What follows belongs to an exercise in optimizing a design on an open flow for small area, a short achievable clock period and few clock cycles; a production flow would make more cautious choices. The RTL was checked by simulation tests, not by an equivalence proof against the original design.

04-09:
==> flow/design.v <==
module bin_ext_gcd #(
  parameter NBITS = 256) (
  input               clk,
  input               rst_n,
  input               enable_p,
  input  [NBITS-1 :0] x,
  input  [NBITS-1 :0] y,
  output [NBITS+2 :0] a,
  output [NBITS+2 :0] b,
  output [NBITS-1 :0] gcd,
  output              done_irq_p
);
localparam CW = NBITS + 3;    
localparam AW = NBITS + 4;    
reg              busy;
reg              done_r;
reg              fin;         
reg              phase;       
reg  [7:0]       k;           
reg  [NBITS-1:0] u;
reg  [NBITS-1:0] vs;          
reg  [CW-1:0]    Au, Bu, An, Bn;
reg              ninit;       
reg  [NBITS-1:0] xr, yr;      
reg              sub, shu, shv, selU, gVa, gVo, tforce, t2, mp1, mp2, mm1;
function [9:0] ctl;
  input ph, u0, u1, v0, v1;             
  input au0, au1, an0, an1, bu0, bu1, bn0, bn1;
  input sga, sgb;
  input yo, yb1, xb1;
  reg su, sv, sb, hu, hv, tf, d1, tt, a0, a1, b0, b1, p1, p2, n1, od;
  begin
    hv = ph | (u0 & ~v0);
    hu = ~ph & ~u0;
    sb = ~ph & u0 & v0;
    tf = ph | (~u0 & ~v0);
    su = hu | sb;
    sv = hv | sb;
    d1 = sb ? (u1 ^ v1) : (hu ? u1 : v1);
    tt = ~tf & ~d1;
    a0 = (su & au0) ^ (sv & an0);
    a1 = (su & au1) ^ (sv & an1) ^ (su & au0 & sv & an0);
    b0 = (su & bu0) ^ (sv & bn0);
    b1 = (su & bu1) ^ (sv & bn1) ^ (su & bu0 & sv & bn0);
    if (yo) begin
      p2 = tt & a1 & ~a0;
      p1 = tt & a0 & (a1 ^ yb1);
      n1 = tt & a0 & ~(a1 ^ yb1);
      od = ~tt & a0;
      p1 = p1 | (od & sga);
      n1 = n1 | (od & ~sga);
    end else begin
      p2 = tt & b1 & ~b0;
      p1 = tt & b0 & ~(b1 ^ xb1);
      n1 = tt & b0 & (b1 ^ xb1);
      od = ~tt & b0;
      p1 = p1 | (od & ~sgb);
      n1 = n1 | (od & sgb);
    end
    ctl = {sb, hu, hv, su, sv, tf, tt, p1, p2, n1};
  end
endfunction
wire [NBITS:0] s0, s1;
wire           eq;                        
cmp_add #(.W(NBITS+1)) add_uv (.a({1'b0, u}), .b({1'b1, vs}), .s0(s0), .s1(s1), .pall(eq));
wire           dest_v = s0[NBITS];        
wire [NBITS-1:0] u_sub = t2 ? {1'b0, s1[NBITS:2]} : s1[NBITS:1];
wire [NBITS-1:0] v_sub = t2 ? {s0[NBITS], s0[NBITS:2]} : s0[NBITS:1];
wire [NBITS-1:0] u_sh  = t2 ? {2'b00, u[NBITS-1:2]} : {1'b0, u[NBITS-1:1]};
wire [NBITS-1:0] v_sh  = t2 ? {2'b11, vs[NBITS-1:2]} : {1'b1, vs[NBITS-1:1]};
wire [CW-1:0] opa1 = selU ? Au : {CW{1'b0}};
wire [CW-1:0] opa2 = gVa ? An : {CW{1'b0}};
wire [CW-1:0] opb1 = selU ? Bu : {CW{1'b0}};
wire [CW-1:0] opb2 = ({CW{gVa}} & Bn) | {CW{gVo}};
wire [AW-1:0] yx = {{(AW-NBITS){1'b0}}, yr};
wire [AW-1:0] xx = {{(AW-NBITS){1'b0}}, xr};
wire [AW-1:0] ta = ({AW{mp1}} & yx) | ({AW{mp2}} & {yx[AW-2:0], 1'b0}) | ({AW{mm1}} & ~yx);
wire [AW-1:0] tb = ({AW{mm1}} & xx) | ({AW{mp1}} & ~xx) | ({AW{mp2}} & ~{xx[AW-2:0], 1'b0});
wire          ia = mm1;
wire          ib = mp1 | mp2;
wire [AW-1:0] a1x = {opa1[CW-1], opa1};
wire [AW-1:0] a2x = {opa2[CW-1], opa2};
wire [AW-1:0] b1x = {opb1[CW-1], opb1};
wire [AW-1:0] b2x = {opb2[CW-1], opb2};
wire [AW-1:0] sa_s = a1x ^ a2x ^ ta;
wire [AW-1:0] sa_c = {(a1x[AW-2:0] & a2x[AW-2:0]) | (a1x[AW-2:0] & ta[AW-2:0]) | (a2x[AW-2:0] & ta[AW-2:0]), ia};
wire [AW-1:0] sb_s = b1x ^ b2x ^ tb;
wire [AW-1:0] sb_c = {(b1x[AW-2:0] & b2x[AW-2:0]) | (b1x[AW-2:0] & tb[AW-2:0]) | (b2x[AW-2:0] & tb[AW-2:0]), ib};
wire [AW-1:0] sa, sb;
skl_add #(.W(AW)) add_a (.a(sa_s), .b(sa_c), .cin(1'b0), .s(sa));
skl_add #(.W(AW)) add_b (.a(sb_s), .b(sb_c), .cin(1'b0), .s(sb));
wire [CW-1:0] ra = t2 ? {sa[AW-1], sa[AW-1:2]} : sa[CW:1];
wire [CW-1:0] rb = t2 ? {sb[AW-1], sb[AW-1:2]} : sb[CW:1];
wire step    = busy & ~fin & (phase | ~eq);
wire wr_u    = step & (shu | (sub & ~dest_v));    
wire phase_n = ~phase & tforce;                    
wire [NBITS-1:0] u_n  = sub ? u_sub : u_sh;        
wire [NBITS-1:0] vs_n = sub ? v_sub : v_sh;        
function [10:0] gv;
  input [9:0] c;
  input       ni;
  begin
    gv = {c[9:6], c[5] & ~ni, c[5] & ni, c[4:0]};
  end
endfunction
wire [1:0] an_lo = ninit ? 2'b00 : An[1:0];
wire [1:0] bn_lo = ninit ? 2'b11 : Bn[1:0];
wire       an_sg = ~ninit & An[CW-1];
wire       bn_sg = ninit | Bn[CW-1];
wire [9:0] ctl_u = ctl(phase_n, u_n[0], u_n[1], ~vs[0], ~vs[1],
                       ra[0], ra[1], an_lo[0], an_lo[1], rb[0], rb[1], bn_lo[0], bn_lo[1],
                       an_sg, bn_sg, yr[0], yr[1], xr[1]);
wire [9:0] ctl_v = ctl(phase_n, u[0], u[1], ~vs_n[0], ~vs_n[1],
                       Au[0], Au[1], ra[0], ra[1], Bu[0], Bu[1], rb[0], rb[1],
                       Au[CW-1], Bu[CW-1], yr[0], yr[1], xr[1]);
wire [9:0] ctl_l = ctl(1'b0, x[0], x[1], y[0], y[1],
                       1'b1, 1'b0, 1'b0, 1'b0, 1'b0, 1'b0, 1'b1, 1'b1,
                       1'b0, 1'b0, y[0], y[1], x[1]);
always @(posedge clk) begin
  xr <= x;
  yr <= y;
end
always @(posedge clk) begin
  if (enable_p)
    {sub, shu, shv, selU, gVa, gVo, tforce, t2, mp1, mp2, mm1} <= gv(ctl_l, 1'b1);
  else if (step)
    {sub, shu, shv, selU, gVa, gVo, tforce, t2, mp1, mp2, mm1} <= wr_u ? gv(ctl_u, ninit) : gv(ctl_v, 1'b0);
end
always @(posedge clk or negedge rst_n) begin
  if (!rst_n) begin
    busy   <= 1'b0;
    done_r <= 1'b0;
    fin    <= 1'b0;
    phase  <= 1'b0;
    k      <= 8'd0;
  end else begin
    done_r <= 1'b0;
    if (enable_p) begin
      busy  <= 1'b1;
      fin   <= 1'b0;
      phase <= 1'b0;
      k     <= 8'd0;
    end else if (busy) begin
      if (fin) begin
        if (k == 8'd0) begin
          busy   <= 1'b0;
          fin    <= 1'b0;
          done_r <= 1'b1;
        end else begin
          k <= k - 8'd1;
        end
      end else if (phase) begin
        phase <= 1'b0;
        k     <= k + 8'd1;
      end else if (eq) begin
        if (k == 8'd0) begin
          busy   <= 1'b0;
          done_r <= 1'b1;
        end else begin
          fin <= 1'b1;
        end
      end else if (tforce) begin
        phase <= 1'b1;
      end
    end
  end
end
always @(posedge clk) begin
  if (enable_p) begin
    u    <= x;
    vs   <= ~y;
    Au   <= {{(CW-1){1'b0}}, 1'b1};
    Bu   <= {CW{1'b0}};
    ninit <= 1'b1;
  end else if (busy & fin) begin
    if (k != 8'd0) u <= {u[NBITS-2:0], 1'b0};
  end else if (step) begin
    if (wr_u) begin
      u    <= u_n;
      Au   <= ra;
      Bu   <= rb;
    end else begin
      vs   <= vs_n;
      ninit <= 1'b0;
      An   <= ra;
      Bn   <= rb;
    end
  end
end
assign a          = Au;
assign b          = Bu;
assign gcd        = u;
assign done_irq_p = done_r;
endmodule
module skl_add #(parameter W = 260) (
  input  [W-1:0] a,
  input  [W-1:0] b,
  input          cin,
  output [W-1:0] s
);
  localparam L = 9;             
  reg [W:0] g, p, gn, pn;
  integer l, i, j;
  always @(*) begin
    j = 0;
    g = {a & b, cin};
    p = {a ^ b, 1'b0};
    for (l = 0; l < L; l = l + 1) begin
      gn = g;
      pn = p;
      for (i = 0; i <= W; i = i + 1) begin
        if ((i >> l) & 1) begin
          j = ((i >> l) << l) - 1;
          gn[i] = g[i] | (p[i] & g[j]);
          pn[i] = p[i] & p[j];
        end
      end
      g = gn;
      p = pn;
    end
  end
  assign s = a ^ b ^ g[W-1:0];
endmodule
module cmp_add #(parameter W = 257) (
  input  [W-1:0] a,
  input  [W-1:0] b,
  output [W-1:0] s0,
  output [W-1:0] s1,
  output         pall           
);
  localparam L = 9;             
  reg [W-1:0] g, p, gn, pn;
  integer l, i, j;
  always @(*) begin
    j = 0;
    g = a & b;
    p = a ^ b;
    for (l = 0; l < L; l = l + 1) begin
      gn = g;
      pn = p;
      for (i = 0; i < W; i = i + 1) begin
        if ((i >> l) & 1) begin
          j = ((i >> l) << l) - 1;
          gn[i] = g[i] | (p[i] & g[j]);
          pn[i] = p[i] & p[j];
        end
      end
      g = gn;
      p = pn;
    end
  end
  assign s0 = a ^ b ^ {g[W-2:0], 1'b0};
  assign s1 = a ^ b ^ {g[W-2:0] | p[W-2:0], 1'b1};
  assign pall = p[W-2];
endmodule
Settings: LEC_CHECK=0, CAP_MARGIN=30, CORE_MARGIN=2, CORE_UTILIZATION=40, PLACE_DENSITY=0.6, SLEW_MARGIN=50, TNS_END_PERCENT=5; clock period 14.0 ns.
standard.sh (not shown) runs the stock make flow with config.mk's settings and CLKGATE_MAP_FILE= SYNTH_SCRIPT=/design/flow/synth_recipe.tcl, a recipe that flattens the netlist after the stock synthesis.
==> flow/flow/run.sh <==
#!/bin/bash
set -euo pipefail
bash standard.sh SETUP_SLACK_MARGIN=8 \
  "BUFFER_PORTS_ARGS=-buffer_cell sky130_fd_sc_hd__buf_1" finish > make_finish.log 2>&1
Testbench counts of 04-09, summed over its fixed seeds: cycles 67,681.
Inputs modified between 04-09 and 08-07:
--- a/flow/design.v
+++ b/flow/design.v
@@ -62,7 +62,8 @@
 endfunction
 wire [NBITS:0] s0, s1;
-wire           eq;                        
-cmp_add #(.W(NBITS+1)) add_uv (.a({1'b0, u}), .b({1'b1, vs}), .s0(s0), .s1(s1), .pall(eq));
-wire           dest_v = s0[NBITS];        
+cmp_add #(.W(NBITS+1)) add_uv (.a({1'b0, u}), .b({1'b1, vs}), .s0(s0), .s1(s1), .pall());
+wire           gt, eq;
+cmp4 #(.W(NBITS)) cmp_uv (.u(u), .vs(vs), .gt(gt), .eq(eq));
+wire           dest_v = ~gt;              
 wire [NBITS-1:0] u_sub = t2 ? {1'b0, s1[NBITS:2]} : s1[NBITS:1];
 wire [NBITS-1:0] v_sub = t2 ? {s0[NBITS], s0[NBITS:2]} : s0[NBITS:1];
@@ -254,2 +255,24 @@
   assign pall = p[W-2];
 endmodule
+module cmp4 #(parameter W = 256) (
+  input  [W-1:0] u,
+  input  [W-1:0] vs,
+  output         gt,
+  output         eq
+);
+  reg [W-1:0] g, e;
+  integer l, i;
+  always @(*) begin
+    g = u & vs;               
+    e = u ^ vs;               
+    for (l = 1; (W >> (2 * l)) > 0; l = l + 1) begin
+      for (i = 0; i < (W >> (2 * l)); i = i + 1) begin
+        g[i] = g[4*i+3] | (e[4*i+3] & g[4*i+2]) | (e[4*i+3] & e[4*i+2] & g[4*i+1])
+             | (e[4*i+3] & e[4*i+2] & e[4*i+1] & g[4*i]);
+        e[i] = e[4*i+3] & e[4*i+2] & e[4*i+1] & e[4*i];
+      end
+    end
+  end
+  assign gt = g[0];
+  assign eq = e[0];
+endmodule
### Flow results
Comparing 08-07 with 04-09, the share of synthesized cell area in full adder, half adder and majority cells came out essentially unchanged. 04-09 reports its critical-path cell with the highest stage delay as or4_4 while 08-07 reports a2111o_2. [compare] base=04-09 new=08-07: setup slack has increased. Measured against each other, 04-09 and 08-07 differ in number of library cell types mapped by synthesis, the higher figure coming from 08-07.
Testbench counts of 08-07, summed over its fixed seeds: cycles 67,681.

separate check: timing with driven ports:
The results above use ideal ports. As a check the final layouts listed here were re-extracted and re-timed, cells and wires unchanged.
Step 1 (the two cells are an assumption about what drives the block):
set clk [get_ports {clk}]
set_driving_cell -lib_cell sky130_fd_sc_hd__clkbuf_16 $clk
set_driving_cell -lib_cell sky130_fd_sc_hd__buf_2 [delete_from_list [all_inputs] $clk]
Step 2, shift: input delay + t, output delay - t, t = (earliest + latest rising clock arrival at the registers) / 2. This alone moves slack from input paths to output paths.
a / b / c = no drivers / after step 1 / after step 2; a / b = the first two.
run | t (ns) | setup WS [ns] | worst data-port slew with drivers (ns) | cell pins on the clock port's net
04-09 | 1.074 | 7.762 / 7.762 / 7.176 | 0.48 | 1
08-07 | 1.039 | 7.840 / 7.840 / 7.290 | 0.37 | 1
After both steps setup and hold are still met in every run listed. The setup slack of 04-09, which loses most, moves by 0.000 ns with the drivers and by -0.586 ns with both steps.
